What follows belongs to an exercise in optimizing a design on an open flow for small area and a short achievable clock period; a production flow would make more cautious choices.
Where RTL was checked, it was by simulation tests only, not by an equivalence proof against the original.
The flow treats the clock pin as an ideal source, which a real chip does not have.
Power is estimated from default activity; no workload was simulated.

==> flow/design.v <==
module memory_design(output reg [7:0] data_output, input [7:0] data_input, input [5:0] address, input enable, read_write, clk);
    reg [7:0] memory[63:0];
    always @(posedge clk)
	begin
	    if (enable) 
		begin
		    if (read_write)
			memory[address] <= data_input;
		    else 
			data_output <= memory[address];
		end
	end
endmodule
Settings: LEC_CHECK=0, CAP_MARGIN=20, CORE_MARGIN=2, CORE_UTILIZATION=65, CTS_BUF_LIST=sky130_fd_sc_hd__clkbuf_4 sky130_fd_sc_hd__clkbuf_8, SETUP_SLACK_MARGIN=1.0, SLEW_MARGIN=20; clock period 3.0 ns.
run.sh (not shown) runs the stock make flow with config.mk's settings and CLKGATE_MAP_FILE= SYNTH_SCRIPT=/design/flow/synth_recipe.tcl, a recipe that flattens the netlist after the stock synthesis.
Then changed:
--- a/flow/config.mk
+++ b/flow/config.mk
@@ -9,4 +9,3 @@
 export CORE_MARGIN = 2
-export CORE_UTILIZATION = 65
-export CTS_BUF_LIST = sky130_fd_sc_hd__clkbuf_4 sky130_fd_sc_hd__clkbuf_8
+export CORE_UTILIZATION = 40
 export SETUP_SLACK_MARGIN = 1.0
The changed run ran to the end with no violations.
Setup slack improved by 0.041 ns.
Cell area rose by a few percent.
Power rose by a few percent.
Hold slack improved by 0.066 ns.
Utilization fell by 28 points.
Via count fell by a few percent.
Then changed:
--- a/flow/config.mk
+++ b/flow/config.mk
@@ -10,3 +10,2 @@
 export CORE_UTILIZATION = 40
-export SETUP_SLACK_MARGIN = 1.0
 export SLEW_MARGIN = 20
Outcome: The new run produced a clean layout; wire length fell by 2.9%; clock skew decreases by 0.0072 ns; first-iteration DRC count went down by 1.6%; final cell count came out higher by 0.49%; worst setup slack degrades by 0.41 ns; global-route usage is about the same; clock power goes up by 6.2%; synthesized area is unchanged; total power climbs by 1.6%; design area falls by 4.7%.


memory_design, a different RTL version from the one above (not shown whole).
Size: roughly 25 I/O pins.
clock: 3.0 ns
lec_check: 0
cap_margin: 20
core_margin: 2
core_utilization: 60
cts_cluster_diameter: 100
cts_cluster_size: 30
setup_slack_margin: 1.4
slew_margin: 20
synth_hierarchical: 1
standard.sh (not shown) runs the stock make flow with config.mk's settings and CLKGATE_MAP_FILE= SYNTH_SCRIPT=/design/flow/synth_recipe.tcl, a recipe that flattens the netlist after the stock synthesis.
==> flow/flow/run.sh <==
#!/bin/bash
# The standard layout with these changes:
# - the port buffers are buf_4 cells, not the resizer's default pick (a slow
#   delay buffer);
# - before floorplanning, combinational cells are set back to drive 1
#   (downsize.tcl), leaving their sizing to the flow's timing repairs;
# - the steps that size or insert cells don't use delay or low-power cells
#   (dontuse.tcl);
# - after the timing repair on global routes, cells on paths with slack are
#   sized down again (RECOVER_POWER).
# Tool output goes to std.log.
F=$PWD/flow
bash standard.sh 'BUFFER_PORTS_ARGS=-buffer_cell sky130_fd_sc_hd__buf_4' \
  "PRE_FLOORPLAN_TCL=$F/pre_floorplan.tcl" \
  "PRE_GLOBAL_PLACE_TCL=$F/dontuse.tcl" \
  "PRE_RESIZE_TCL=$F/dontuse.tcl" \
  "PRE_DETAIL_PLACE_TCL=$F/dontuse.tcl" \
  "PRE_CTS_TCL=$F/dontuse.tcl" \
  "PRE_GLOBAL_ROUTE_TCL=$F/dontuse.tcl" \
  "PRE_REPAIR_TIMING_POST_PLACE_TCL=$F/dontuse.tcl" \
  RECOVER_POWER=100 finish > std.log 2>&1
==> flow/flow/dontuse.tcl <==
# Keep the timing repairs from picking slow delay and low-power cells for
# logic and port buffers.
set_dont_use {sky130_fd_sc_hd__clkinvlp_* sky130_fd_sc_hd__clkdlybuf4s* sky130_fd_sc_hd__dlygate* sky130_fd_sc_hd__dlymetal*}
==> flow/flow/downsize.tcl <==
# Before floorplanning: set every combinational cell that synthesis sized up
# back to its smallest (drive 1) variant of the same footprint; the timing
# repairs later in the flow size up what the layout's timing needs.
set db [ord::get_db]
set n 0
foreach inst [[ord::get_db_block] getInsts] {
  set name [[$inst getMaster] getName]
  if {![regexp {^(sky130_fd_sc_hd__[a-z0-9]+)_([0-9]+)$} $name -> base drive]} { continue }
  if {$drive == 1} { continue }
  if {[regexp {__(df|edf|sdf|sedf|dl|conb|tap|fill|decap|buf|clkbuf|clkdly|dlygate|dlymetal)} $base]} { continue }
  set m [$db findMaster ${base}_1]
  if {$m eq "NULL" || $m eq ""} { continue }
  $inst swapMaster $m
  incr n
}
puts "downsize.tcl: set $n cells to drive 1"
==> flow/flow/pre_floorplan.tcl <==
source [file join [file dirname [info script]] dontuse.tcl]
source [file join [file dirname [info script]] downsize.tcl]
The starting point reached the layout checks and failed them: capacitance limit, slew limit.
Edit:
--- a/flow/flow/run.sh
+++ b/flow/flow/run.sh
@@ -7,5 +7,3 @@
 # - the steps that size or insert cells don't use delay or low-power cells
-#   (dontuse.tcl);
-# - after the timing repair on global routes, cells on paths with slack are
-#   sized down again (RECOVER_POWER).
+#   (dontuse.tcl).
 # Tool output goes to std.log.
@@ -20,2 +18,2 @@
   "PRE_REPAIR_TIMING_POST_PLACE_TCL=$F/dontuse.tcl" \
-  RECOVER_POWER=100 finish > std.log 2>&1
+  finish > std.log 2>&1
What happened:
- With this change the flow completed with no timing, DRC or antenna violations
- setup slack improved by 0.52 ns
- routed wire length is lower by about 0.5%
- cell count is unchanged
- sequential share of layout area went down by 1.6 points
- die area is unchanged
- final area goes up by about 2.3%
Edit:
--- a/flow/config.mk
+++ b/flow/config.mk
@@ -12,3 +12,3 @@
 export CTS_CLUSTER_SIZE = 30
-export SETUP_SLACK_MARGIN = 1.4
+export SETUP_SLACK_MARGIN = 1.3
 export SLEW_MARGIN = 20
Worst hold slack stays flat; clock skew rises by 0.0036 ns; setup slack gets worse by 0.13 ns.
No run of this note included a check of the RTL's function; only the layout flow was run.


memory_design, a different RTL version from the one above (not shown whole).
Size: roughly 520 flip-flops, about 25 I/O pins.
Settings: LEC_CHECK=0, CAP_MARGIN=20, CORE_MARGIN=2, CORE_UTILIZATION=60, CTS_CLUSTER_DIAMETER=100, CTS_CLUSTER_SIZE=30, SETUP_SLACK_MARGIN=1.2, SLEW_MARGIN=20, SYNTH_HIERARCHICAL=1; clock period 3.0 ns.
run.sh (not shown) runs the stock make flow with config.mk's settings and CLKGATE_MAP_FILE= SYNTH_SCRIPT=/design/flow/synth_recipe.tcl, a recipe that flattens the netlist after the stock synthesis.
Stock flow here: none of the scripts above is used.
The baseline completed without violations.
Rerun with:
==> flow/flow/run.sh (new file) <==
#!/bin/bash
# The standard layout, with the port buffers made as buf_4 cells instead of
# the resizer's default pick (a slow delay buffer). Tool output goes to std.log.
bash standard.sh 'BUFFER_PORTS_ARGS=-buffer_cell sky130_fd_sc_hd__buf_4' finish > std.log 2>&1
==> flow/standard.sh (new file) <==
#!/bin/bash
# synth_recipe.tcl (not shown) runs the flow's synth.tcl, then flattens the netlist and writes it again
# the make line also repeats each setting of config.mk as NAME=value (left out here)
make -C /OpenROAD-flow-scripts/flow DESIGN_CONFIG=/design/flow/config.mk WORK_HOME=/design/flow/orfs CLKGATE_MAP_FILE= SYNTH_SCRIPT=/design/flow/synth_recipe.tcl "${@:-finish}"
- CTS_CLUSTER_DIAMETER: 100 -> not set
- CTS_CLUSTER_SIZE: 30 -> not set
removed: flow/run.sh
- critical path depth goes down by 3
- synthesized cell count is unchanged
- power grows by 19%
Rerun with:
- CTS_CLUSTER_DIAMETER: not set -> 100
- CTS_CLUSTER_SIZE: not set -> 30
- SETUP_SLACK_MARGIN: 1.2 -> 1.6
Hold slack improved by 0.027 ns.
Cell count increases by 3.7%.
Die area is unchanged.
Fmax increases by 2.3%.
Register-to-register slack hardly moves.
Count of clock-buffer cells in the layout decreases by 29.
Total power decreases by 16%.
Clock skew increases by 0.016 ns.
Cell area increases by 7.1%.
Rerun with:
==> flow/run.sh (new file) <==
#!/bin/bash
# synth_recipe.tcl (not shown) runs the flow's synth.tcl, then flattens the netlist and writes it again
# the make line also repeats each setting of config.mk as NAME=value (left out here)
make -C /OpenROAD-flow-scripts/flow DESIGN_CONFIG=/design/flow/config.mk WORK_HOME=/design/flow/orfs CLKGATE_MAP_FILE= SYNTH_SCRIPT=/design/flow/synth_recipe.tcl finish
- CTS_CLUSTER_DIAMETER: 100 -> not set
- CTS_CLUSTER_SIZE: 30 -> not set
- SETUP_SLACK_MARGIN: 1.6 -> 1.2
removed: flow/flow/run.sh
removed: flow/standard.sh
What happened: Setup slack is worse by 0.15 ns; power came out higher by 17%; wire length shrinks by 2.2%; combinational power is lower by about 10%; core utilization goes up by 0.37 points; critical path depth decreases by 3; global-route usage increases by 0.23 points; via count decreases by 1.1%; fmax is lower by 7.8%; synthesized area is unchanged; design area rises by 0.49%.
Rerun with:
==> flow/flow/run.sh (new file) <==
#!/bin/bash
# The standard layout, with the port buffers made as buf_4 cells instead of
# the resizer's default pick (a slow delay buffer). Tool output goes to std.log.
bash standard.sh 'BUFFER_PORTS_ARGS=-buffer_cell sky130_fd_sc_hd__buf_4' finish > std.log 2>&1
==> flow/standard.sh (new file) <==
#!/bin/bash
# synth_recipe.tcl (not shown) runs the flow's synth.tcl, then flattens the netlist and writes it again
# the make line also repeats each setting of config.mk as NAME=value (left out here)
make -C /OpenROAD-flow-scripts/flow DESIGN_CONFIG=/design/flow/config.mk WORK_HOME=/design/flow/orfs CLKGATE_MAP_FILE= SYNTH_SCRIPT=/design/flow/synth_recipe.tcl "${@:-finish}"
- CTS_CLUSTER_DIAMETER: not set -> 100
- CTS_CLUSTER_SIZE: not set -> 30
- SETUP_SLACK_MARGIN: 1.2 -> 1.4
removed: flow/run.sh
Power falls by about 15%.
Sequential share of layout area rises by 0.37 points.
Worst setup slack improved by 0.29 ns.
Design area went down by about 0.47%.
Combinational power climbs by about 9%.
Rerun with:
- CTS_CLUSTER_DIAMETER: 100 -> 80
- CTS_CLUSTER_SIZE: 30 -> 24
Design area falls by 0.57%.
Via count hardly moves.
Critical path depth stays the same.
Sequential power barely changes.
Count of clock-buffer cells in the layout rises by 8.
Sequential cell count does not change.
Worst setup slack got worse by 0.072 ns.
Non-clock buffer count falls by 27.

## what the ideal ports hide
How much do the figures lean on ideal ports? The routed layouts below were timed once more, with nothing changed but the port constraints.
Step 1 sets driving cells, clkbuf_16 on the clock port and buf_2 on the other inputs (assumed; they add their load-dependent delay and slew).
Step 2, shift: input delay + t, output delay - t, t = (earliest + latest rising clock arrival at the registers) / 2. This alone moves slack from input paths to output paths.
a / b / c = no drivers / after step 1 / after step 2; a / b = the first two.
run | t (ns) | slack for setup (ns) | cell pins on the clock port's net
the first run of note 1 | 0.647 | 0.953 / 0.824 / 0.177 | 1
the second run of note 1 | 0.644 | 0.993 / 0.923 / 0.279 | 1
the third run of note 1 | 0.654 | 0.586 / 0.607 / -0.047 | 1
the first run of note 2 | 0.589 | 0.818 / 0.782 / 0.193 | 1
the second run of note 2 | 0.591 | 1.343 / 1.293 / 0.776 | 1
the third run of note 2 | 0.602 | 1.214 / 1.075 / 0.473 | 1
the first run of note 3 | 0.594 | 1.110 / 1.121 / 0.527 | 1
the second run of note 3 | 0.601 | 1.153 / 1.079 / 0.478 | 1
the third run of note 3 | 0.609 | 1.195 / 0.841 / 0.232 | 1
the fourth run of note 3 | 0.601 | 1.043 / 1.070 / 0.469 | 1
the fifth run of note 3 | 0.597 | 1.328 / 1.000 / 0.403 | 1
the sixth run of note 3 | 0.613 | 1.256 / 0.868 / 0.256 | 1
With both steps, setup timing fails in the third run of note 1, where it was met with ideal ports. The setup slack of the sixth run of note 3, which loses most, moves by -0.388 ns with the drivers and by -1.000 ns with both steps.
